This design comes from an exercise in tuning for small area, a short achievable clock period and few clock cycles per item on the open sky130 flow, not from production work.
In this exercise RTL edits were held to simulation tests only and were not proved equivalent to the original.
Power is estimated from default activity; no workload was simulated.

==> design.v <==
module gan_v3 #(parameter WIDTH=32)
(
    input wire clk,
    input wire rst,
    input wire signed [WIDTH-1:0] data_in,
    input wire [7:0] addr,
    input wire we,
    input wire start,
    output reg signed [WIDTH-1:0] data_out,
    output reg data_valid
);
    reg        r_we;
    reg [7:0]  r_addr;
    reg [31:0] r_data;
    reg        r_rst;
    reg        loading;       
    reg        running;       
    reg [6:0]  step;
    reg [31:0] x [0:3];
    reg [31:0] w [0:53];
    reg [31:0] b [0:18];      
    reg        c0_v, c0_first, c0_last, c0_f0; reg [53:0] c0_wsel; reg [4:0] c0_src; reg [4:0] c0_b; reg [2:0] c0_oc;
    reg        c1_v, c1_first, c1_last; reg [4:0] c1_b; reg [2:0] c1_oc;
    reg        c2_first, c2_last; reg [4:0] c2_b; reg [2:0] c2_oc;
    reg        c3_last; reg [4:0] c3_b; reg [2:0] c3_oc;
    reg [31:0] opa;
    reg [31:0] br1;
    reg [31:0] acc_s, acc_c;
    wire [31:0] acc = acc_s + acc_c;
    wire [31:0] yfwd = acc[31] ? 32'd0 : acc;
    reg        m_v, m_first, m_last, m_f0; reg [5:0] m_w; reg [4:0] m_src; reg [4:0] m_b; reg [2:0] m_oc;
    always @(*) begin
        {m_v, m_w, m_src, m_f0, m_first, m_last, m_b, m_oc} = 0;
        case (step)
            7'd0: {m_v, m_w, m_src, m_f0, m_first, m_last, m_b, m_oc} = {1'b1, 6'd0, 5'd12, 1'b0, 1'b1, 1'b0, 5'd0, 3'd0};
            7'd1: {m_v, m_w, m_src, m_f0, m_first, m_last, m_b, m_oc} = {1'b1, 6'd1, 5'd13, 1'b0, 1'b0, 1'b0, 5'd0, 3'd0};
            7'd2: {m_v, m_w, m_src, m_f0, m_first, m_last, m_b, m_oc} = {1'b1, 6'd2, 5'd14, 1'b0, 1'b0, 1'b0, 5'd0, 3'd0};
            7'd3: {m_v, m_w, m_src, m_f0, m_first, m_last, m_b, m_oc} = {1'b1, 6'd3, 5'd15, 1'b0, 1'b0, 1'b1, 5'd0, 3'd0};
            7'd4: {m_v, m_w, m_src, m_f0, m_first, m_last, m_b, m_oc} = {1'b1, 6'd4, 5'd12, 1'b0, 1'b1, 1'b0, 5'd1, 3'd0};
            7'd5: {m_v, m_w, m_src, m_f0, m_first, m_last, m_b, m_oc} = {1'b1, 6'd5, 5'd13, 1'b0, 1'b0, 1'b0, 5'd1, 3'd0};
            7'd6: {m_v, m_w, m_src, m_f0, m_first, m_last, m_b, m_oc} = {1'b1, 6'd6, 5'd14, 1'b0, 1'b0, 1'b0, 5'd1, 3'd0};
            7'd7: {m_v, m_w, m_src, m_f0, m_first, m_last, m_b, m_oc} = {1'b1, 6'd7, 5'd15, 1'b0, 1'b0, 1'b1, 5'd1, 3'd0};
            7'd8: {m_v, m_w, m_src, m_f0, m_first, m_last, m_b, m_oc} = {1'b1, 6'd8, 5'd12, 1'b0, 1'b1, 1'b0, 5'd2, 3'd0};
            7'd9: {m_v, m_w, m_src, m_f0, m_first, m_last, m_b, m_oc} = {1'b1, 6'd9, 5'd13, 1'b0, 1'b0, 1'b0, 5'd2, 3'd0};
            7'd10: {m_v, m_w, m_src, m_f0, m_first, m_last, m_b, m_oc} = {1'b1, 6'd10, 5'd14, 1'b0, 1'b0, 1'b0, 5'd2, 3'd0};
            7'd11: {m_v, m_w, m_src, m_f0, m_first, m_last, m_b, m_oc} = {1'b1, 6'd11, 5'd15, 1'b0, 1'b0, 1'b1, 5'd2, 3'd0};
            7'd12: {m_v, m_w, m_src, m_f0, m_first, m_last, m_b, m_oc} = {1'b1, 6'd12, 5'd12, 1'b0, 1'b1, 1'b0, 5'd3, 3'd0};
            7'd13: {m_v, m_w, m_src, m_f0, m_first, m_last, m_b, m_oc} = {1'b1, 6'd13, 5'd13, 1'b0, 1'b0, 1'b0, 5'd3, 3'd0};
            7'd14: {m_v, m_w, m_src, m_f0, m_first, m_last, m_b, m_oc} = {1'b1, 6'd14, 5'd14, 1'b0, 1'b0, 1'b0, 5'd3, 3'd0};
            7'd15: {m_v, m_w, m_src, m_f0, m_first, m_last, m_b, m_oc} = {1'b1, 6'd15, 5'd15, 1'b0, 1'b0, 1'b1, 5'd3, 3'd0};
            7'd16: {m_v, m_w, m_src, m_f0, m_first, m_last, m_b, m_oc} = {1'b1, 6'd16, 5'd0, 1'b0, 1'b1, 1'b0, 5'd4, 3'd0};
            7'd17: {m_v, m_w, m_src, m_f0, m_first, m_last, m_b, m_oc} = {1'b1, 6'd17, 5'd1, 1'b0, 1'b0, 1'b0, 5'd4, 3'd0};
            7'd18: {m_v, m_w, m_src, m_f0, m_first, m_last, m_b, m_oc} = {1'b1, 6'd18, 5'd2, 1'b0, 1'b0, 1'b0, 5'd4, 3'd0};
            7'd19: {m_v, m_w, m_src, m_f0, m_first, m_last, m_b, m_oc} = {1'b1, 6'd19, 5'd11, 1'b0, 1'b0, 1'b1, 5'd4, 3'd0};
            7'd20: {m_v, m_w, m_src, m_f0, m_first, m_last, m_b, m_oc} = {1'b1, 6'd20, 5'd0, 1'b0, 1'b1, 1'b0, 5'd5, 3'd0};
            7'd21: {m_v, m_w, m_src, m_f0, m_first, m_last, m_b, m_oc} = {1'b1, 6'd21, 5'd1, 1'b0, 1'b0, 1'b0, 5'd5, 3'd0};
            7'd22: {m_v, m_w, m_src, m_f0, m_first, m_last, m_b, m_oc} = {1'b1, 6'd22, 5'd2, 1'b0, 1'b0, 1'b0, 5'd5, 3'd0};
            7'd23: {m_v, m_w, m_src, m_f0, m_first, m_last, m_b, m_oc} = {1'b1, 6'd23, 5'd3, 1'b0, 1'b0, 1'b1, 5'd5, 3'd0};
            7'd24: {m_v, m_w, m_src, m_f0, m_first, m_last, m_b, m_oc} = {1'b1, 6'd24, 5'd4, 1'b0, 1'b1, 1'b0, 5'd6, 3'd0};
            7'd26: {m_v, m_w, m_src, m_f0, m_first, m_last, m_b, m_oc} = {1'b1, 6'd25, 5'd0, 1'b1, 1'b0, 1'b1, 5'd6, 3'd0};
            7'd29: {m_v, m_w, m_src, m_f0, m_first, m_last, m_b, m_oc} = {1'b1, 6'd26, 5'd0, 1'b1, 1'b1, 1'b1, 5'd7, 3'd0};
            7'd32: {m_v, m_w, m_src, m_f0, m_first, m_last, m_b, m_oc} = {1'b1, 6'd27, 5'd0, 1'b1, 1'b1, 1'b1, 5'd8, 3'd0};
            7'd35: {m_v, m_w, m_src, m_f0, m_first, m_last, m_b, m_oc} = {1'b1, 6'd28, 5'd0, 1'b1, 1'b1, 1'b1, 5'd9, 3'd0};
            7'd36: {m_v, m_w, m_src, m_f0, m_first, m_last, m_b, m_oc} = {1'b1, 6'd29, 5'd11, 1'b0, 1'b1, 1'b1, 5'd10, 3'd0};
            7'd38: {m_v, m_w, m_src, m_f0, m_first, m_last, m_b, m_oc} = {1'b1, 6'd30, 5'd0, 1'b1, 1'b1, 1'b0, 5'd11, 3'd0};
            7'd39: {m_v, m_w, m_src, m_f0, m_first, m_last, m_b, m_oc} = {1'b1, 6'd31, 5'd0, 1'b1, 1'b0, 1'b1, 5'd11, 3'd0};
            7'd40: {m_v, m_w, m_src, m_f0, m_first, m_last, m_b, m_oc} = {1'b1, 6'd32, 5'd5, 1'b0, 1'b1, 1'b0, 5'd12, 3'd0};
            7'd41: {m_v, m_w, m_src, m_f0, m_first, m_last, m_b, m_oc} = {1'b1, 6'd33, 5'd6, 1'b0, 1'b0, 1'b1, 5'd12, 3'd0};
            7'd42: {m_v, m_w, m_src, m_f0, m_first, m_last, m_b, m_oc} = {1'b1, 6'd34, 5'd5, 1'b0, 1'b1, 1'b0, 5'd13, 3'd0};
            7'd43: {m_v, m_w, m_src, m_f0, m_first, m_last, m_b, m_oc} = {1'b1, 6'd35, 5'd6, 1'b0, 1'b0, 1'b1, 5'd13, 3'd0};
            7'd44: {m_v, m_w, m_src, m_f0, m_first, m_last, m_b, m_oc} = {1'b1, 6'd36, 5'd5, 1'b0, 1'b1, 1'b0, 5'd14, 3'd0};
            7'd45: {m_v, m_w, m_src, m_f0, m_first, m_last, m_b, m_oc} = {1'b1, 6'd37, 5'd6, 1'b0, 1'b0, 1'b1, 5'd14, 3'd0};
            7'd46: {m_v, m_w, m_src, m_f0, m_first, m_last, m_b, m_oc} = {1'b1, 6'd38, 5'd7, 1'b0, 1'b1, 1'b0, 5'd15, 3'd0};
            7'd47: {m_v, m_w, m_src, m_f0, m_first, m_last, m_b, m_oc} = {1'b1, 6'd39, 5'd8, 1'b0, 1'b0, 1'b0, 5'd15, 3'd0};
            7'd48: {m_v, m_w, m_src, m_f0, m_first, m_last, m_b, m_oc} = {1'b1, 6'd40, 5'd9, 1'b0, 1'b0, 1'b0, 5'd15, 3'd0};
            7'd49: {m_v, m_w, m_src, m_f0, m_first, m_last, m_b, m_oc} = {1'b1, 6'd41, 5'd11, 1'b0, 1'b0, 1'b1, 5'd15, 3'd0};
            7'd50: {m_v, m_w, m_src, m_f0, m_first, m_last, m_b, m_oc} = {1'b1, 6'd42, 5'd7, 1'b0, 1'b1, 1'b0, 5'd16, 3'd0};
            7'd51: {m_v, m_w, m_src, m_f0, m_first, m_last, m_b, m_oc} = {1'b1, 6'd43, 5'd8, 1'b0, 1'b0, 1'b0, 5'd16, 3'd0};
            7'd52: {m_v, m_w, m_src, m_f0, m_first, m_last, m_b, m_oc} = {1'b1, 6'd44, 5'd9, 1'b0, 1'b0, 1'b0, 5'd16, 3'd0};
            7'd53: {m_v, m_w, m_src, m_f0, m_first, m_last, m_b, m_oc} = {1'b1, 6'd45, 5'd10, 1'b0, 1'b0, 1'b1, 5'd16, 3'd0};
            7'd54: {m_v, m_w, m_src, m_f0, m_first, m_last, m_b, m_oc} = {1'b1, 6'd46, 5'd7, 1'b0, 1'b1, 1'b0, 5'd17, 3'd0};
            7'd55: {m_v, m_w, m_src, m_f0, m_first, m_last, m_b, m_oc} = {1'b1, 6'd47, 5'd8, 1'b0, 1'b0, 1'b0, 5'd17, 3'd0};
            7'd56: {m_v, m_w, m_src, m_f0, m_first, m_last, m_b, m_oc} = {1'b1, 6'd48, 5'd9, 1'b0, 1'b0, 1'b0, 5'd17, 3'd0};
            7'd57: {m_v, m_w, m_src, m_f0, m_first, m_last, m_b, m_oc} = {1'b1, 6'd49, 5'd10, 1'b0, 1'b0, 1'b1, 5'd17, 3'd0};
            7'd58: {m_v, m_w, m_src, m_f0, m_first, m_last, m_b, m_oc} = {1'b1, 6'd50, 5'd7, 1'b0, 1'b1, 1'b0, 5'd18, 3'd1};
            7'd59: {m_v, m_w, m_src, m_f0, m_first, m_last, m_b, m_oc} = {1'b1, 6'd51, 5'd8, 1'b0, 1'b0, 1'b0, 5'd18, 3'd2};
            7'd60: {m_v, m_w, m_src, m_f0, m_first, m_last, m_b, m_oc} = {1'b1, 6'd52, 5'd9, 1'b0, 1'b0, 1'b0, 5'd18, 3'd3};
            7'd61: {m_v, m_w, m_src, m_f0, m_first, m_last, m_b, m_oc} = {1'b1, 6'd53, 5'd10, 1'b0, 1'b0, 1'b1, 5'd18, 3'd4};
            7'd62: {m_v, m_w, m_src, m_f0, m_first, m_last, m_b, m_oc} = {1'b0, 6'd0, 5'd0, 1'b0, 1'b0, 1'b0, 5'd0, 3'd5};
            default: ;
        endcase
    end
    wire ld = loading | r_rst;
    wire trig = we & ~rst & ld & (addr == 8'd76);
    always @(posedge clk) begin
        r_rst <= rst;
        if (ld) begin
            r_data <= data_in;
            r_addr <= addr;
            r_we <= we & ~rst;
        end else begin
            r_data <= yfwd;
            r_addr <= {3'd0, c3_b} + 8'd58;
            r_we <= c3_last;
        end
        if (rst | r_rst) data_valid <= 1'b0;
        else if (c3_oc == 3'd4) data_valid <= 1'b1;
        {c0_src, c0_f0, c0_first, c0_b} <= {m_src, m_f0, m_first, m_b};
        c0_wsel <= m_v ? (54'd1 << m_w) : 54'd0;    
        {c1_first, c1_b} <= {c0_first, c0_b};
        {c2_first, c2_b} <= {c1_first, c1_b};
        c3_b <= c2_b;
        if (trig) step <= 7'd1;
        else if (rst | r_rst) step <= 7'd0;
        else if (running) step <= step + 7'd1;
        if (trig) begin
            loading <= 1'b0;
            running <= 1'b1;
        end else if (r_rst) begin
            loading <= 1'b1;
            running <= 1'b0;
        end else if (step == 7'd63) begin
            running <= 1'b0;
        end
        if ((running & ~r_rst) | trig) {c0_v, c0_last, c0_oc} <= {m_v, m_last, m_oc};
        else {c0_v, c0_last, c0_oc} <= 5'd0;
        if (r_rst) begin
            c1_v <= 1'b0; c1_last <= 1'b0; c1_oc <= 3'd0;
            c2_last <= 1'b0; c2_oc <= 3'd0;
            c3_last <= 1'b0; c3_oc <= 3'd0;
        end else begin
            {c1_v, c1_last, c1_oc} <= {c0_v, c0_last, c0_oc};
            {c2_last, c2_oc} <= {c1_last, c1_oc};
            {c3_last, c3_oc} <= {c2_last, c2_oc};
        end
    end
    integer i;
    always @(posedge clk) begin
        if (r_we) begin
            for (i = 0; i < 4; i = i + 1) if (r_addr == i) x[i] <= r_data;
            for (i = 0; i < 54; i = i + 1) if (r_addr == i + 4) w[i] <= r_data;
            for (i = 0; i < 19; i = i + 1) if (r_addr == i + 58) b[i] <= r_data;
        end
    end
    reg [31:0] asel, wsel;
    always @(*) begin
        case (c0_src)
            5'd0: asel = b[0];
            5'd1: asel = b[1];
            5'd2: asel = b[2];
            5'd3: asel = b[3];
            5'd4: asel = b[4];
            5'd5: asel = b[9];
            5'd6: asel = b[10];
            5'd7: asel = b[11];
            5'd8: asel = b[12];
            5'd9: asel = b[13];
            5'd10: asel = b[14];
            5'd11: asel = r_data;
            5'd12: asel = x[0];
            5'd13: asel = x[1];
            5'd14: asel = x[2];
            default: asel = x[3];
        endcase
        wsel = 32'd0;
        for (i = 0; i < 54; i = i + 1) wsel = wsel | (w[i] & {32{c0_wsel[i]}});
    end
    reg [15:0] bone, btwo, bneg;
    reg [2:0] dg;
    integer j;
    always @(*) begin
        for (j = 0; j < 16; j = j + 1) begin
            dg = {wsel[2*j+1], wsel[2*j], (j == 0) ? 1'b0 : wsel[2*j-1]};
            bone[j] = dg[1] ^ dg[0];
            btwo[j] = (dg == 3'b011) | (dg == 3'b100);
            bneg[j] = dg[2];
        end
    end
    reg [15:0] op_one, op_two, op_neg;
    always @(posedge clk) begin
        opa <= c0_f0 ? yfwd : asel;
        op_one <= bone;
        op_two <= btwo;
        op_neg <= bneg;
    end
    function [63:0] csa;   
        input [31:0] a, b2, c;
        begin
            csa[31:0]  = a ^ b2 ^ c;
            csa[63:32] = {((a & b2) | (a & c) | (b2 & c)), 1'b0};
        end
    endfunction
    function [63:0] red8to2;   
        input [255:0] r;
        reg [63:0] t0, t1, t2, t3, t4;
        begin
            t0 = csa(r[31:0], r[63:32], r[95:64]);
            t1 = csa(r[127:96], r[159:128], r[191:160]);
            t2 = csa(t0[31:0], t0[63:32], t1[31:0]);
            t3 = csa(t1[63:32], r[223:192], r[255:224]);
            t4 = csa(t2[31:0], t2[63:32], t3[31:0]);
            red8to2 = csa(t4[31:0], t4[63:32], t3[63:32]);
        end
    endfunction
    function [63:0] red8;   
        input [255:0] r;
        reg [63:0] t0, t1, t2, t3, t4;
        begin
            t0 = csa(r[95:64], r[127:96], r[159:128]);
            t1 = csa(r[191:160], r[223:192], r[255:224]);
            t2 = csa(t0[31:0], t0[63:32], t1[31:0]);
            t3 = csa(t1[63:32], r[31:0], r[63:32]);
            t4 = csa(t2[31:0], t2[63:32], t3[31:0]);
            red8 = csa(t4[31:0], t4[63:32], t3[63:32]);
        end
    endfunction
    reg [511:0] brow;
    reg [31:0] a2;
    reg [31:0] sel;
    always @(*) begin
        a2 = opa << 1;
        for (j = 0; j < 16; j = j + 1) begin
            sel = ({32{op_one[j]}} & opa) | ({32{op_two[j]}} & a2);
            if (op_neg[j]) sel = ~sel;
            brow[j*32 +: 32] = sel << (2*j);
        end
    end
    wire [63:0] g0 = red8to2(brow[255:0]);
    wire [63:0] g1 = red8to2(brow[511:256]);
    reg [63:0] s1a;           
    reg [31:0] s1b;           
    reg [15:0] s1n;           
    always @(posedge clk) begin
        s1a <= g0;
        s1b <= {g1[63:48], g1[31:16]};
        s1n <= op_neg;
        br1 <= c1_first ? b[c1_b] : 32'd0;
    end
    reg [31:0] nrow;
    always @(*) begin
        nrow = 32'd0;
        for (j = 0; j < 16; j = j + 1) nrow[2*j] = s1n[j];
    end
    wire [31:0] base_s = c2_first ? 32'd0 : acc_s;
    wire [31:0] base_c = c2_first ? 32'd0 : acc_c;
    wire [63:0] g2 = red8({br1, nrow, {s1b[31:16], 16'd0}, {s1b[15:0], 16'd0}, s1a[63:32], s1a[31:0],
                           base_c, base_s});
    always @(posedge clk) begin
        acc_s <= g2[31:0];
        acc_c <= g2[63:32];
    end
    always @(posedge clk) begin
        case (c3_oc)
            3'd1: data_out <= b[15];
            3'd2: data_out <= b[16];
            3'd3: data_out <= b[17];
            3'd4: data_out <= yfwd;
            3'd5: data_out <= r_data;
            default: data_out <= b[18];
        endcase
    end
endmodule
==> flow/run.sh <==
#!/bin/bash
set -euo pipefail
bash standard.sh SETUP_SLACK_MARGIN=6.6 finish > standard_flow.log 2>&1
==> standard.sh <==
#!/bin/bash
# synth_recipe.tcl (not shown) runs the flow's synth.tcl, then flattens the netlist and writes it again
# the make line also repeats each setting of config.mk as NAME=value (left out here)
make -C /OpenROAD-flow-scripts/flow DESIGN_CONFIG=/design/flow/config.mk WORK_HOME=/design/flow/orfs CLKGATE_MAP_FILE= SYNTH_SCRIPT=/design/flow/synth_recipe.tcl "${@:-finish}"
==> config.mk <==
export PLATFORM = sky130hd
export DESIGN_NAME = gan_v3
export DESIGN_NICKNAME = gan_v3
export VERILOG_FILES = /design/flow/design.v
export SDC_FILE = /design/flow/constraint.sdc
export NUM_CORES = 4
export LEC_CHECK = 0
export ABC_CLOCK_PERIOD_IN_PS = 3000
export CAP_MARGIN = 20
export CORE_MARGIN = 2
export CORE_UTILIZATION = 45
export SETUP_SLACK_MARGIN = 5
export SLEW_MARGIN = 20
==> constraint.sdc <==
create_clock -name core_clock -period 10.0 [get_ports {clk}]
set_input_delay 2.0000 -clock core_clock [delete_from_list [all_inputs] [get_ports {clk}]]
set_output_delay 2.0000 -clock core_clock [all_outputs]
set_load 0.01 [all_outputs]
==> results of run 1 <==
==> cells in the mapped netlist (63+ instances only) <==
master | n | area share
xnor2_1 | 168 | 0.012
a21oi_1 | 159 | 0.0067
nand2_1 | 251 | 0.0080
nor2_1 | 319 | 0.010
a22o_1 | 96 | 0.0071
a221oi_1 | 101 | 0.0075
xor2_1 | 186 | 0.014
edfxtp_1 | 2464 | 0.63
ha_1 | 135 | 0.014
clkbuf_1 | 431 | 0.014
nor2b_1 | 96 | 0.0051
dfxtp_1 | 456 | 0.077
nor3_1 | 67 | 0.0028
inv_1 | 269 | 0.0085
a22oi_1 | 1377 | 0.087
nand3_1 | 125 | 0.0053
fa_1 | 286 | 0.048
buf_1 | 63 | 0.0020
o21ai_0 | 91 | 0.0038
nand4_1 | 260 | 0.014
==> per-layer routing <==
metal	global-route usage	vias up	share of wire
li1	-	31200	-
met4	0.219	12	0.080
met5	0.000901	-	0.00018
met1	0.437	40900	0.34
met3	0.0953	1852	0.15
met2	0.515	7471	0.43
==> cell families after synthesis <==
| kind of cell | share of synthesized area |
|---|---|
| AO/OA/AOI/OAI | 0.129 |
| XOR/XNOR | 0.0263 |
| adder cells (fa/ha/maj) | 0.0627 |
| buffers and inverters | 0.0249 |
| flip-flops | 0.702 |
| multiplexers | 0.00136 |
| AND/OR/NAND/NOR | 0.0528 |
==> where the power goes <==
| group | leakage, nW | total [W] | internal (W) | switching, W |
|---|---|---|---|---|
| logic | 14.1 | 0.00259 | 0.000941 | 0.00164 |
| registers | 26.0 | 0.0134 | 0.0133 | 0.0000999 |
| clock network | 4.68 | 0.0111 | 0.00630 | 0.00482 |
==> registers in the layout, summed over array words and instances, names as in the netlist, 26 cells and up <==
register / count
w: 1728
b: 608
x: 128
s1a: 58
c0_wsel: 54
acc_s: 32
br1: 32
data_out: 32
opa: 32
r_data: 32
acc_c: 30
s1b: 26
==> cells in the final DEF, fill, tap and decap left out, drive strengths merged, types with 43 or more instances in the layout <==
cell and instances:
dfxtp 456, xnor2 169, xor2 186, a221oi 103, nor2b 96, nand2 251, ha 135, nor3 67
fa 286, edfxtp 2464, a21oi 159, nor2 319, clkbuf 411, inv 286, nand4 260, a22o 96
buf 376, a22oi 1377, nand2b 43, o21ai 96, clkinv 108, nand3 125
==> through the flow <==
| step | hold slack (ns) | instance area [µm²] | setup WS [ns] | total power, W |
|---|---|---|---|---|
| 2_1_floorplan | 0.310 | 118000 | 6.63 | 0.0148 |
| 3_3_place_gp | 0.312 | 125000 | 5.02 | 0.0156 |
| 3_5_place_dp | 0.313 | 125000 | 5.05 | 0.0156 |
| 4_1_cts | 0.328 | 135000 | 6.48 | 0.0269 |
| 5_1_grt | 0.330 | 136000 | 6.43 | 0.0277 |
| 6_report | 0.327 | 136000 | 6.52 | 0.0271 |
==> area by class of cell <==
| type | instances | area (µm²) |
|---|---|---|
| antenna | 24 | 60.1 |
| clock buffer | 405 | 8370 |
| clock inverter | 148 | 1200 |
| fill | 21600 | 126000 |
| inverter | 271 | 1020 |
| multi-input combinational | 4126 | 33900 |
| sequential | 2920 | 83400 |
| tap | 3515 | 4400 |
| timing repair buffer | 425 | 3870 |
==> worst reg2reg max path: stages, from the launching register on <==
cell,delay (ns)
dfxtp_2,0.33
ha_4,0.25
a21o_1,0.20
a221oi_4,0.32
nor2_2,0.08
buf_4,0.15
o31ai_4,0.24
buf_6,0.17
o21ai_4,0.07
nor3b_4,0.29
xnor2_4,0.18
buf_6,0.19
buf_8,0.14
or3_4,0.40
a31oi_4,0.36
==> what timing repair did <==
action,4_1_cts,5_1_grt
pin swaps,28,36
endpoints found under the setup margin,249,155
cloned,4,6
setup buffers,28,27
resized for setup,284,141
endpoints found under the hold margin,0,0
==> path summary, 6_finish.rpt <==
kind	startpoint	endpoint	slack [ns]	cells after the start
setup / recovery	acc_c[9]$_DFF_P_	data_out[20]$_DFF_P_	6.52	14
hold / removal	c2_b[3]$_DFF_P_	c3_b[3]$_DFF_P_	0.33	0
setup reg to reg	acc_c[9]$_DFF_P_	data_out[20]$_DFF_P_	6.52	14
hold reg to reg	c2_b[3]$_DFF_P_	c3_b[3]$_DFF_P_	0.33	0
==> impl_metrics.py, run 1 <==
metrics = {
    "outcome": {
        "status": "no timing/DRC/antenna violations",
    },
    "yosys": {
        "yosys_warnings": 4,
        "synth_edf_count": 2464,
        "synth-main-ff-cell": "edfxtp_1",
        "avgSynthCellArea_um2": 15.1,
        "yosys.cell_types.count": 69,
        "synthesis.nets": 8287,
        "seq_area_frac_synth": 0.702,
        "syn_inst": 7822,
        "synth_area_mm2": 0.118,
        "ys_ff_latch": 2920,
        "async_flop_share": 0,
    },
    "global_routing": {
        "grt_pass1_wl_um": 629000,
        "overflow": 0,
        "antenna_found_initial": 28,
        "grt_max_degree": 80,
        "grt_pass1_vias": 77600,
        "track_usage": 0.342,
    },
    "die": {
        "coreArea_mm2": 0.262,
        "die_w_um": 517,
        "start_util": 0.452,
        "fp.dieArea_mm2": 0.267,
        "rows": 188,
        "ioPinCount": 77,
        "die_y_um": 517,
    },
    "critical_path": {
        "slowest_stage": "or3_4",
        "crit_chain": "ha_4, a21o_1, a221oi_4, nor2_2, buf_4, o31ai_4, buf_6, o21ai_4, nor3b_4, xnor2_4, buf_6, buf_8, or3_4, a31oi_4",
        "worst-path-max-fanout": 5,
        "critPathRequiredTime_ns": 10.71,
        "path_class": "reg2reg",
        "cp_num_buf_inv": 4,
        "crit_family": "compound AO/OA/AOI/OAI gates",
        "cp.arrival_ns": 4.19,
        "crit_path_end_kind": "register",
        "cpMostUsedCell": "buf_6",
        "cp-start-kind": "register",
        "slowest_delay_ns": 0.40,
    },
    "detailed_routing": {
        "wl_per_cell_um": 39.6,
        "routed_wirelength_um": 468000,
        "drt_iter0_drc": 15800,
        "viasPerCell": 6.88,
        "first_pass_iters": 8,
        "drcViolationCount": 0,
        "ant_nets": 0,
        "vias": 81400,
    },
    "timing": {
        "finalCriticalPeriod_ns": 3.48,
        "relSlewSlack": 0.148,
        "setup_tns_ns": 0,
        "hold_viol": 0,
        "clock.fmax_mhz": 287,
        "setup-violations-final": 0,
        "slew_viol_final": 0,
        "finalClockSkew_ns": 0.0804,
        "post-route-period-util": 0.348,
        "tightest_slew_ns": 1.28,
        "grt_setup_unrepaired": "true",
    },
    "place": {
        "hpwl_um": 243000,
        "io_buffer_count": 75,
        "placed_cells": 11200,
        "place.gp.congestion": 0.875,
    },
    "cts": {
        "cts-root-buf": "clkbuf_16",
        "cts_hold_buf": 0,
        "clk_pin_slew_worst_paths_ns": 0.06,
        "clk-insertion-delay-late_ns": 0.90,
        "cts_buffers": 306,
        "cts.sinks": 2920,
        "clockBufferDepth": 4,
        "htreeDepth": 5,
        "cts_tree": "yes",
    },
    "layout": {
        "final_cells": 11800,
        "drive_above_1_share": 0.146,
        "syn2layout_area_growth_pct": 15.1,
        "fin_util": 0.520,
        "finalNetCount": 8515,
    },
    "power_and_ir_drop": {
        "power_leakage_nw": 44.7,
        "peakVddDrop_mv": 0.165,
        "power_density_mw_per_mm2": 199,
    },
    "job": {
        "drv_cap": 0,
    },
    "min_path": {
        "min_path_type": "reg2reg",
    },
}
Testbench counts, summed over its fixed seeds: cycles 13,728, inferences 96.
==> inputs of run 2 (changes only) <==
--- a/design.v
+++ b/design.v
@@ -11,7 +11,9 @@
 );
     reg        r_we;
     reg [7:0]  r_addr;
-    reg [31:0] r_data;
+    reg [31:0] r_data;        
+    reg        r_neg;         
+    wire [31:0] r_val = r_neg ? 32'd0 : r_data;
     reg        r_rst;
     reg        loading;       
     reg        running;       
@@ -96,10 +98,12 @@
         r_rst <= rst;
         if (ld) begin
             r_data <= data_in;
+            r_neg <= 1'b0;
             r_addr <= addr;
             r_we <= we & ~rst;
         end else begin
-            r_data <= yfwd;
+            r_data <= acc;
+            r_neg <= acc[31];
             r_addr <= {3'd0, c3_b} + 8'd58;
             r_we <= c3_last;
         end
@@ -137,9 +141,9 @@
     integer i;
     always @(posedge clk) begin
         if (r_we) begin
-            for (i = 0; i < 4; i = i + 1) if (r_addr == i) x[i] <= r_data;
-            for (i = 0; i < 54; i = i + 1) if (r_addr == i + 4) w[i] <= r_data;
-            for (i = 0; i < 19; i = i + 1) if (r_addr == i + 58) b[i] <= r_data;
+            for (i = 0; i < 4; i = i + 1) if (r_addr == i) x[i] <= r_val;
+            for (i = 0; i < 54; i = i + 1) if (r_addr == i + 4) w[i] <= r_val;
+            for (i = 0; i < 19; i = i + 1) if (r_addr == i + 58) b[i] <= r_val;
         end
     end
     reg [31:0] asel, wsel;
@@ -156,7 +160,7 @@
             5'd8: asel = b[12];
             5'd9: asel = b[13];
             5'd10: asel = b[14];
-            5'd11: asel = r_data;
+            5'd11: asel = r_val;
             5'd12: asel = x[0];
             5'd13: asel = x[1];
             5'd14: asel = x[2];
@@ -249,14 +253,17 @@
         acc_s <= g2[31:0];
         acc_c <= g2[63:32];
     end
-    always @(posedge clk) begin
+    reg [31:0] dsel;
+    always @(*) begin
         case (c3_oc)
-            3'd1: data_out <= b[15];
-            3'd2: data_out <= b[16];
-            3'd3: data_out <= b[17];
-            3'd4: data_out <= yfwd;
-            3'd5: data_out <= r_data;
-            default: data_out <= b[18];
+            3'd1: dsel = b[15];
+            3'd2: dsel = b[16];
+            3'd3: dsel = b[17];
+            3'd5: dsel = r_val;
+            default: dsel = b[18];
         endcase
     end
+    always @(posedge clk) begin
+        data_out <= (c3_oc == 3'd4) ? yfwd : dsel;
+    end
 endmodule
--- a/config.mk
+++ b/config.mk
@@ -8,6 +8,6 @@
 export ABC_CLOCK_PERIOD_IN_PS = 3000
 export CAP_MARGIN = 20
 export CORE_MARGIN = 2
-export CORE_UTILIZATION = 45
+export CORE_UTILIZATION = 50
 export SETUP_SLACK_MARGIN = 5
 export SLEW_MARGIN = 20
==> run 2 against run 1 <==
Still clean on timing, DRC and antenna. Power decreased by 1.3%. Sequential cell count increased by 1. Critical path depth decreased by 8. Final cell count decreased by 4.1%. Synthesized cell count decreased by 0.88%. Die area decreased by 9.8%. Clock skew decreased by 0.0017 ns. Non-clock buffer count decreased by 57. Worst hold slack got worse by 0.0054 ns. Clock-buffer cell count increased by 5.
==> impl_metrics.py, run 2 <==
metrics = {
    "outcome": {
        "status": "no timing/DRC/antenna violations",
    },
    "detailed_routing": {
        "wl_met2_um": 207000,
        "drcViolationCount": 0,
        "routed_wirelength_um": 469000,
        "first_pass_iters": 7,
        "wl_met1_um": 160000,
        "top_layer": "met5",
        "vias": 80900,
        "viasPerCell": 7.12,
        "wl_per_cell_um": 41.3,
        "drt_iter0_drc": 16300,
        "wl_met3_um": 63800,
        "ant_nets": 0,
    },
    "power_and_ir_drop": {
        "peakVddDrop_mv": 0.178,
        "power_density_mw_per_mm2": 198,
        "power_leakage_nw": 44.5,
        "total_power_w": 0.0268,
    },
    "cts": {
        "cts_buffers": 315,
        "cts_tree": "yes",
        "cts.sinks": 2921,
        "htreeDepth": 5,
        "clk-insertion-delay-late_ns": 0.98,
        "cts-root-buf": "clkbuf_16",
        "clockBufferDepth": 4,
        "clk_pin_slew_worst_paths_ns": 0.06,
    },
    "timing": {
        "clock.fmax_mhz": 289,
        "setup_tns_ns": 0,
        "finalClockSkew_ns": 0.0787,
        "hold-worst-slack_ns": 0.322,
        "finalCriticalPeriod_ns": 3.46,
        "post-route-period-util": 0.346,
        "hold_viol": 0,
        "tightest_slew_ns": 1.21,
        "layout_setup_ws_ns": 6.54,
        "relSlewSlack": 0.195,
        "grt_setup_unrepaired": "true",
        "slew_viol_final": 0,
        "setup-violations-final": 0,
    },
    "yosys": {
        "yosysMostFrequentCell": "edfxtp_1",
        "seq_area_frac_synth": 0.702,
        "synth_top_area_cell": "edfxtp_1",
        "ys_ff_latch": 2921,
        "synth_area_mm2": 0.118,
        "synth_compound_area_frac": 0.129,
        "yosys_warnings": 4,
        "synth-main-ff-cell": "edfxtp_1",
        "netlist_top_cells_area": "edfxtp_1 62%, a22oi_1 8.9%, dfxtp_1 7.7%, fa_1 4.8%, ha_1 1.4%",
        "synthMuxAreaShare": 0.00628,
        "synthTopCellsByCount": "2464 x edfxtp_1, 1407 x a22oi_1, 457 x dfxtp_1",
        "async_flop_share": 0,
        "syn_inst": 7753,
        "synth_top_area_share": 0.625,
        "synthesis.nets": 8218,
        "avgSynthCellArea_um2": 15.3,
        "synth-simple-area-share": 0.0505,
        "synth_xor_xnor_area_share": 0.0257,
        "synth_edf_count": 2464,
        "synth_top_family_by_area": "compound AO/OA/AOI/OAI gates",
        "synthAdderAreaFrac": 0.0626,
        "yosys.cell_types.count": 78,
    },
    "global_routing": {
        "antenna_found_initial": 27,
        "grt_max_degree": 80,
        "overflow": 0,
        "track_usage": 0.382,
        "grt_pass1_vias": 76700,
        "grt_pass1_wl_um": 633000,
    },
    "critical_path": {
        "startpoint": "c3_oc[0]$_SDFF_PP0_",
        "cp-start-kind": "register",
        "worst-path-max-fanout": 13,
        "rr_worst_depth": 6,
        "crit_path_end_kind": "register",
        "critPathRequiredTime_ns": 10.85,
        "reg2reg_from": "c3_oc[0]$_SDFF_PP0_",
        "reg2reg_to": "data_out[28]$_DFF_P_",
        "cp.arrival_ns": 4.31,
        "critPathCapture": "data_out[28]$_DFF_P_",
        "path_class": "reg2reg",
        "r2r_setup_slack_ns": 6.54,
    },
    "job": {
        "drv_cap": 0,
    },
    "place": {
        "io_buffer_count": 75,
        "hpwl_um": 242000,
        "pre_cts_slack_ns": 5.80,
        "place.gp.congestion": 0.882,
    },
    "layout": {
        "largest_register_ffs": 1728,
        "final_cell_mix": "2464 x edfxtp_1, 1400 x a22oi_1, 352 x dfxtp_1, 320 x clkbuf_16, 285 x fa_1",
        "reg_top3": "w x1728, b x608, x x128",
        "syn2layout_area_growth_pct": 14.1,
        "finalNetCount": 8406,
        "final_common_cell": "edfxtp_1",
        "drive_above_1_share": 0.136,
        "fin_util": 0.574,
        "largest_register": "w",
    },
    "die": {
        "die_w_um": 491,
        "die_y_um": 491,
        "ioPinCount": 77,
        "rows": 178,
        "coreArea_mm2": 0.235,
        "fp.dieArea_mm2": 0.241,
        "start_util": 0.503,
    },
    "min_path": {
        "min_path_type": "reg2reg",
    },
}
[run 2: cell types whose count changed after synthesis, sizes merged, moves of 17 or more]
cell	before	now
o21ai	96	140
a22oi	1377	1407
inv	270	249
mux4	3	20
o32ai	33	0
or3	24	5
a21oi	159	125
o31ai	31	7
nor2	319	268
[run 2: where the power goes]
| group | switching (W) | internal, W |
|---|---|---|
| Sequential | 0.0000854 | 0.0133 |
| Clock | 0.00475 | 0.00657 |
| Combinational | 0.00136 | 0.000670 |
| Total | 0.00620 | 0.0206 |
[run 2: through the flow]
step                      std cells  cell area, µm²
after CTS                     11300          135000
after global routing          11300          135000
after floorplan                7753          118000
after detailed placement      10800          125000
final                         11400          135000
after global placement        10800          125000
[run 2: worst min path at each step]
| stage | slack, ns | cells past startpoint | end | from |
|---|---|---|---|---|
| floorplan | 0.31 | 0 | c1_b[0]$_DFF_P_ | c0_b[0]$_SDFF_PP0_ |
| global placement | 0.31 | 0 | c3_b[3]$_DFF_P_ | c2_b[3]$_DFF_P_ |
| detailed placement | 0.31 | 0 | c3_b[4]$_DFF_P_ | c2_b[4]$_DFF_P_ |
| CTS | 0.33 | 0 | c3_b[4]$_DFF_P_ | c2_b[4]$_DFF_P_ |
| global route | 0.33 | 0 | c3_b[1]$_DFF_P_ | c2_b[1]$_DFF_P_ |
| finish | 0.32 | 0 | c3_b[1]$_DFF_P_ | c2_b[1]$_DFF_P_ |
[run 2: worst max-delay path, cell delays in order (launching register included)]
cell      delay, ns
dfxtp_2        0.67
inv_1          0.40
nor2_2         0.92
buf_4          0.52
a21oi_1        0.14
o221ai_1       0.39
a31o_2         0.29
[run 2: area by class of cell]
type	instances	area, µm²
Antenna cell	27	67.6
Inverter	250	938
Multi-Input combinational cell	4085	33900
Clock inverter	143	1320
Timing Repair Buffer	368	3170
Fill cell	18400	100000
Tap cell	3150	3940
Clock buffer	410	8470
Sequential cell	2921	83300
[run 2: layer usage]
layer  GRT usage  up-vias
li1            -    30900
met1       0.494    40900
met2       0.572     7280
met3      0.0902     1806
met4       0.262        6
met5           0        -
[run 2: kinds of logic after synthesis]
logic type / count (synthesis)
flops: 2921
mux: 48
xor+xnor: 347
simple gates: 1194
fa+ha+maj: 421
buf+inv: 747
compound gates: 2075
[run 2: repair_timing]
| item | in CTS | in global routing |
|---|---|---|
| gates resized for setup | 248 | 79 |
| pin swaps | 7 | 11 |
| buffers inserted | 12 | 6 |
| hold buffers | 0 | 0 |
| setup endpoints to repair | 234 | 179 |
Testbench counts of run 2, summed over its fixed seeds: cycles 13,728, inferences 96.
==> inputs of run 3 (changes only) <==
--- a/config.mk
+++ b/config.mk
@@ -8,6 +8,8 @@
 export ABC_CLOCK_PERIOD_IN_PS = 3000
 export CAP_MARGIN = 20
 export CORE_MARGIN = 2
-export CORE_UTILIZATION = 50
+export CORE_UTILIZATION = 55
+export CTS_CLUSTER_DIAMETER = 60
+export CTS_CLUSTER_SIZE = 20
 export SETUP_SLACK_MARGIN = 5
 export SLEW_MARGIN = 20
==> run 3 against run 2 <==
Global-route usage grew 4.1 points. Maximum frequency hardly changed. Non-clock buffer count increased by 12. Sequential share of layout area up 1.7 points. Clock-buffer cell count is 179 lower. Register-to-register slack barely moved. Via count decreased by 1.1%. Area after synthesis unchanged. Final cell count decreased by 4.5%.
==> impl_metrics.py, run 3 <==
metrics = {
    "yosys": {
        "seq_area_frac_synth": 0.702,
        "synth_area_mm2": 0.118,
        "syn_inst": 7753,
        "netlist_top_cells_area": "edfxtp_1 62%, a22oi_1 8.9%, dfxtp_1 7.7%, fa_1 4.8%, ha_1 1.4%",
        "yosys.cell_types.count": 78,
        "async_flop_share": 0,
        "ys_ff_latch": 2921,
        "synthesis.nets": 8218,
        "synth-main-ff-cell": "edfxtp_1",
        "avgSynthCellArea_um2": 15.3,
        "synth_edf_count": 2464,
        "yosys_warnings": 4,
        "synth_top_area_cell": "edfxtp_1",
        "synthTopCellsByCount": "2464 x edfxtp_1, 1407 x a22oi_1, 457 x dfxtp_1",
        "synth_top_area_share": 0.625,
        "yosysMostFrequentCell": "edfxtp_1",
    },
    "layout": {
        "seq_area_mm2": 0.0834,
        "syn2layout_area_growth_pct": 11.2,
        "multi_input_area_mm2": 0.0340,
        "largest_register": "w",
        "final_cell_mix": "2464 x edfxtp_1, 1395 x a22oi_1, 340 x dfxtp_1, 284 x fa_1, 268 x nand4_1",
        "largest_register_ffs": 1728,
        "final_common_cell": "edfxtp_1",
        "reg_top3": "w x1728, b x608, x x128",
        "final_area_mm2": 0.132,
        "nFillCells": 15900,
        "drive_above_1_share": 0.126,
        "finalNetCount": 8295,
    },
    "place": {
        "io_buffer_count": 75,
        "pre_cts_slack_ns": 5.86,
        "place.gp.congestion": 0.897,
        "hpwl_um": 243000,
        "placed_area_mm2": 0.124,
    },
    "die": {
        "start_util": 0.552,
        "rows": 170,
        "fp.dieArea_mm2": 0.219,
        "ioPinCount": 77,
        "die_w_um": 468,
        "coreArea_mm2": 0.214,
        "die_y_um": 468,
    },
    "global_routing": {
        "grtUsageMet2": 0.631,
        "grt-busiest-layer": "met2",
        "antenna_found_initial": 19,
        "grt_util_met3": 0.111,
        "grt_pass1_wl_um": 627000,
        "grt_max_degree": 80,
        "grtUsageMet1": 0.554,
        "track_usage": 0.422,
        "overflow": 0,
        "grt_pass1_vias": 75100,
    },
    "power_and_ir_drop": {
        "peakVddDrop_mv": 0.215,
        "power_leakage_nw": 42.9,
        "power_density_mw_per_mm2": 181,
        "total_power_w": 0.0239,
    },
    "job": {
        "drv_cap": 0,
    },
    "timing": {
        "tightest_slew_ns": 1.20,
        "setup_tns_ns": 0,
        "setup-violations-final": 0,
        "post-route-period-util": 0.346,
        "relSlewSlack": 0.203,
        "hold_viol": 0,
        "clock.fmax_mhz": 289,
        "slew_viol_final": 0,
        "finalClockSkew_ns": 0.0547,
        "grt_setup_unrepaired": "true",
        "layout_setup_ws_ns": 6.54,
        "finalCriticalPeriod_ns": 3.46,
    },
    "critical_path": {
        "slowest_delay_ns": 0.73,
        "crit_family": "simple AND/OR/NAND/NOR gates",
        "crit_cells": 7,
        "cp_num_buf_inv": 1,
        "critPathRequiredTime_ns": 10.66,
        "slowest_stage": "a21oi_1",
        "cp.arrival_ns": 4.13,
        "path_class": "reg2reg",
        "worst-path-max-fanout": 25,
        "rr_worst_depth": 7,
        "cp-start-kind": "register",
        "crit_path_end_kind": "register",
        "crit_chain": "or3b_2, nor2_4, buf_6, a221oi_1, nand4_1, nor2_1, a21oi_1",
    },
    "detailed_routing": {
        "drcViolationCount": 0,
        "first_pass_iters": 7,
        "routed_wirelength_um": 469000,
        "viasPerCell": 7.38,
        "vias": 80000,
        "wl_per_cell_um": 43.3,
        "drt_iter0_drc": 15500,
        "ant_nets": 0,
    },
    "cts": {
        "cts_buffers": 191,
        "cts_hold_buf": 0,
        "htreeDepth": 4,
        "cts_tree": "yes",
        "clockBufferDepth": 3,
        "cts-root-buf": "clkbuf_16",
        "clk-insertion-delay-late_ns": 0.89,
        "clk_pin_slew_worst_paths_ns": 0.08,
        "cts.sinks": 2921,
    },
    "min_path": {
        "min_path_type": "reg2reg",
        "min_path_cells": 0,
    },
    "outcome": {
        "status": "no timing/DRC/antenna violations",
    },
}
run 3: area by class of cell:
cell class,count,area share
multi-input combinational,4086,0.258
clock buffer,231,0.0386
timing repair buffer,380,0.0270
sequential,2921,0.633
clock inverter,89,0.00806
tap,2838,0.0270
inverter,250,0.00713
antenna,45,0.000855
run 3: kinds of logic after synthesis:
| kind of cell | count (synthesis) | synth area share |
|---|---|---|
| mux | 48 | 0.00628 |
| compound gates | 2075 | 0.129 |
| buf+inv | 747 | 0.0239 |
| fa+ha+maj | 421 | 0.0626 |
| flops | 2921 | 0.702 |
| xor+xnor | 347 | 0.0257 |
| simple gates | 1194 | 0.0505 |
run 3: worst paths after layout:
kind,end,from,slack [ns]
hold reg to reg,c3_b[1]$_DFF_P_,c2_b[1]$_DFF_P_,0.33
setup / recovery,br1[22]$_SDFF_PN0_,c1_b[4]$_DFF_P_,6.54
hold / removal,c3_b[1]$_DFF_P_,c2_b[1]$_DFF_P_,0.33
setup reg to reg,br1[22]$_SDFF_PN0_,c1_b[4]$_DFF_P_,6.54
run 3: report_power, final:
group / switching (W) / total, W / internal [W]
Clock: 0.00431 / 0.00830 / 0.00399
Combinational: 0.00149 / 0.00220 / 0.000708
Sequential: 0.0000875 / 0.0134 / 0.0133
run 3: metrics by stage:
stage                     hold WS, ns  std cells   util
after floorplan                 0.310       7753      -
after CTS                       0.330      10800  0.610
after global placement          0.312      10400  0.578
after global routing            0.337      10800  0.614
after detailed placement        0.312      10400  0.578
final                           0.330      10800  0.614
run 3: repair_timing:
item / CTS / global route
buffers inserted: 22 / 14
gates resized for setup: 285 / 98
cloned: 2 / 8
setup endpoints to repair: 319 / 235
pin swaps: 20 / 23
endpoints found under the hold margin: 0 / 0
run 3: per-layer routing:
layer / vias to the layer above / routed length [µm]
li1: 30600 / -
met1: 40600 / 160000
met2: 7124 / 205000
met3: 1645 / 66200
met4: 4 / 37300
met5: - / 19
==> inputs of run 4 (changes only) <==
==> flow/run.sh (replaced) <==
#!/bin/bash
set -euo pipefail
bash standard.sh SETUP_SLACK_MARGIN=6.7 finish > standard_flow.log 2>&1
--- a/config.mk
+++ b/config.mk
@@ -8,8 +8,8 @@
 export ABC_CLOCK_PERIOD_IN_PS = 3000
 export CAP_MARGIN = 20
 export CORE_MARGIN = 2
-export CORE_UTILIZATION = 55
+export CORE_UTILIZATION = 60
 export CTS_CLUSTER_DIAMETER = 60
-export CTS_CLUSTER_SIZE = 20
+export CTS_CLUSTER_SIZE = 26
 export SETUP_SLACK_MARGIN = 5
 export SLEW_MARGIN = 20
==> run 4 against run 3 <==
Critical path depth is 1 higher. Register-to-register slack worse by 0.06 ns. Area after synthesis stayed put. Non-clock buffer count is 5 higher. Highest routed layer unchanged.
==> impl_metrics.py, run 4 <==
metrics = {
    "layout": {
        "finalNetCount": 8285,
        "multi_input_area_mm2": 0.0339,
        "fin_util": 0.667,
        "syn2layout_area_growth_pct": 10.8,
        "nFillCells": 13900,
        "reg_top3": "w x1728, b x608, x x128",
        "largest_register": "w",
        "seq_area_mm2": 0.0834,
        "final_cell_mix": "2464 x edfxtp_1, 1396 x a22oi_1, 333 x dfxtp_1, 283 x fa_1, 268 x nand4_1",
        "drive_above_1_share": 0.130,
        "largest_register_ffs": 1728,
        "final_common_cell": "edfxtp_1",
    },
    "power_and_ir_drop": {
        "peakVddDrop_mv": 0.222,
        "power_leakage_nw": 42.9,
        "total_power_w": 0.0236,
        "power_density_mw_per_mm2": 180,
    },
    "critical_path": {
        "r2r_setup_slack_ns": 6.48,
        "cp-start-kind": "register",
        "reg2reg_to": "br1[18]$_SDFF_PN0_",
        "critPathRequiredTime_ns": 10.66,
        "cp.arrival_ns": 4.18,
        "path_class": "reg2reg",
        "worst-path-max-fanout": 32,
        "rr_worst_depth": 8,
        "reg2reg_from": "c1_b[0]$_DFF_P_",
        "crit_path_end_kind": "register",
    },
    "job": {
        "drv_cap": 0,
    },
    "min_path": {
        "holdPathEnd": "c1_b[4]$_DFF_P_",
        "min_path_type": "reg2reg",
        "min_path_cells": 0,
        "holdCritStartpoint": "c0_b[4]$_SDFF_PP0_",
    },
    "yosys": {
        "yosys_warnings": 4,
        "seq_area_frac_synth": 0.702,
        "synth-main-ff-cell": "edfxtp_1",
        "synth-simple-area-share": 0.0505,
        "yosys.cell_types.count": 78,
        "synthMuxAreaShare": 0.00628,
        "synth_top_area_share": 0.625,
        "syn_inst": 7753,
        "synth_top_area_cell": "edfxtp_1",
        "synth_xor_xnor_area_share": 0.0257,
        "yosysMostFrequentCell": "edfxtp_1",
        "netlist_top_cells_area": "edfxtp_1 62%, a22oi_1 8.9%, dfxtp_1 7.7%, fa_1 4.8%, ha_1 1.4%",
        "synth_compound_area_frac": 0.129,
        "synth_area_mm2": 0.118,
        "synthesis.nets": 8218,
        "synthAdderAreaFrac": 0.0626,
        "avgSynthCellArea_um2": 15.3,
        "synth_edf_count": 2464,
        "ys_ff_latch": 2921,
        "synth_top_family_by_area": "compound AO/OA/AOI/OAI gates",
        "synthTopCellsByCount": "2464 x edfxtp_1, 1407 x a22oi_1, 457 x dfxtp_1",
        "async_flop_share": 0,
    },
    "cts": {
        "cts_buffers": 177,
        "htreeDepth": 4,
        "clk_pin_slew_worst_paths_ns": 0.09,
        "cts_tree": "yes",
        "cts-root-buf": "clkbuf_16",
        "clk-insertion-delay-late_ns": 0.90,
        "cts_hold_buf": 0,
        "cts.sinks": 2921,
        "clockBufferDepth": 3,
    },
    "detailed_routing": {
        "first_pass_iters": 6,
        "wl_met2_um": 202000,
        "vias": 80300,
        "viasPerCell": 7.55,
        "routed_wirelength_um": 461000,
        "wl_met1_um": 150000,
        "drcViolationCount": 0,
        "top_layer": "met5",
        "wl_met3_um": 69900,
        "drt_iter0_drc": 15900,
        "wl_per_cell_um": 43.4,
        "ant_nets": 0,
    },
    "global_routing": {
        "grt_pass1_wl_um": 616000,
        "antenna_found_initial": 30,
        "grt_max_degree": 80,
        "overflow": 0,
        "track_usage": 0.454,
        "grt_pass1_vias": 75100,
    },
    "die": {
        "ioPinCount": 77,
        "rows": 163,
        "coreArea_mm2": 0.197,
        "fp.dieArea_mm2": 0.201,
        "start_util": 0.602,
        "die_w_um": 448,
        "die_y_um": 448,
    },
    "timing": {
        "relSlewSlack": 0.160,
        "finalClockSkew_ns": 0.0619,
        "tightest_slew_ns": 1.26,
        "hold_viol": 0,
        "finalCriticalPeriod_ns": 3.52,
        "post-route-period-util": 0.352,
        "setup_tns_ns": 0,
        "grt_setup_unrepaired": "true",
        "clock.fmax_mhz": 284,
        "slew_viol_final": 0,
        "setup-violations-final": 0,
    },
    "place": {
        "place.gp.congestion": 0.894,
        "io_buffer_count": 75,
        "hpwl_um": 241000,
    },
    "outcome": {
        "status": "no timing/DRC/antenna violations",
    },
}
[run 4: cell counts after synthesis]
Identical to the previous run, type by type.
[run 4: report_power, final]
| part | total (W) | switching (W) | internal [W] |
|---|---|---|---|
| sequential | 0.0134 | 0.0000975 | 0.0133 |
| combinational | 0.00204 | 0.00138 | 0.000668 |
| clock | 0.00815 | 0.00450 | 0.00365 |
| total | 0.0236 | 0.00598 | 0.0176 |
[run 4: worst max path at each step]
stage / slack [ns] / to / cells past startpoint / start
after floorplan: 6.70 / s1a[31]$_DFF_P_ / 12 / op_neg[0]$_DFF_P_
after global placement: 6.12 / c0_oc[1]$_SDFF_PP0_ / 6 / addr[1]
after detailed placement: 6.11 / c0_oc[1]$_SDFF_PP0_ / 6 / addr[1]
after CTS: 6.48 / data_out[29] / 1 / data_out[29]$_DFF_P_
after global routing: 6.51 / data_out[29] / 1 / data_out[29]$_DFF_P_
final: 6.48 / br1[18]$_SDFF_PN0_ / 8 / c1_b[0]$_DFF_P_
[run 4: critical path: stages (launching register included)]
cell and delay, ns:
dfxtp_1 0.59, nand2b_1 0.39, nor2_4 0.19, buf_4 0.68
a22o_1 0.23, a221oi_1 0.05, nand4_1 0.14, nor2_1 0.06
a21oi_1 0.94
[run 4: kinds of logic after synthesis]
| logic type | count (synthesis) |
|---|---|
| AO/OA/AOI/OAI | 2075 |
| XOR/XNOR | 347 |
| adder cells (fa/ha/maj) | 421 |
| buffers and inverters | 747 |
| flip-flops | 2921 |
| multiplexers | 48 |
| AND/OR/NAND/NOR | 1194 |
[run 4: metal layers]
layer / track usage / up-vias
li1: - / 30600
met1: 0.585 / 40100
met2: 0.671 / 7683
met3: 0.127 / 1825
met4: 0.319 / 8
met5: 0 / -
[run 4: final cells by class]
| class | instances | share of cell area |
|---|---|---|
| multi-input combinational | 4085 | 0.259 |
| sequential | 2921 | 0.635 |
| inverter | 250 | 0.00715 |
| tap | 2640 | 0.0252 |
| timing repair buffer | 385 | 0.0271 |
| clock buffer | 191 | 0.0351 |
| clock inverter | 132 | 0.0110 |
| antenna | 35 | 0.000667 |
[run 4: per-stage QoR]
stage                     hold slack (ns)  instances  setup slack, ns  instance area, µm²
after floorplan                     0.310       7753             6.70              118000
after global routing                0.316      10600             6.51              131000
after CTS                           0.316      10600             6.48              130000
after detailed placement            0.312      10200             6.11              124000
after global placement              0.312      10200             6.12              124000
final                               0.323      10600             6.48              131000
[run 4: what timing repair did]
item | 4_1_cts | 5_1_grt
gates cloned | 1 | 8
pin swaps | 9 | 20
buffers inserted | 8 | 15
gates resized for setup | 282 | 117
setup endpoints to repair | 255 | 203

[afterwards: timing with drivers on the ports]
How much do the figures lean on ideal ports? The routed layouts below were timed once more, with nothing changed but the port constraints.
Step 1, drivers: a clkbuf_16 drives clk and a buf_2 each remaining input, both assumed.
Step 2 times the ports against the registers' clock, not the clock port: input delays grow and output delays shrink by t, the midpoint of the rising clock arrivals with the driver on.
Slacks: no drivers / after step 1 / after step 2; pairs: no drivers / after step 1.
run	t, ns	setup WS [ns]	worst hold slack (ns)	clock arrival spread, ns	cell pins on the clock port's net
run 1	0.962	6.520 / 6.488 / 6.050	0.327 / 0.327 / 0.327	0.084 / 0.084	1
run 2	1.040	6.537 / 6.450 / 5.958	0.322 / 0.322 / 0.322	0.081 / 0.082	1
run 3	0.960	6.538 / 6.457 / 6.055	0.330 / 0.330 / 0.330	0.057 / 0.058	1
run 4	0.967	6.479 / 6.436 / 6.082	0.323 / 0.323 / 0.323	0.065 / 0.065	1
After both steps setup and hold are still met in every run listed. For run 2, which loses most, drivers alone change the setup slack by -0.087 ns; drivers and shift together by -0.579 ns.
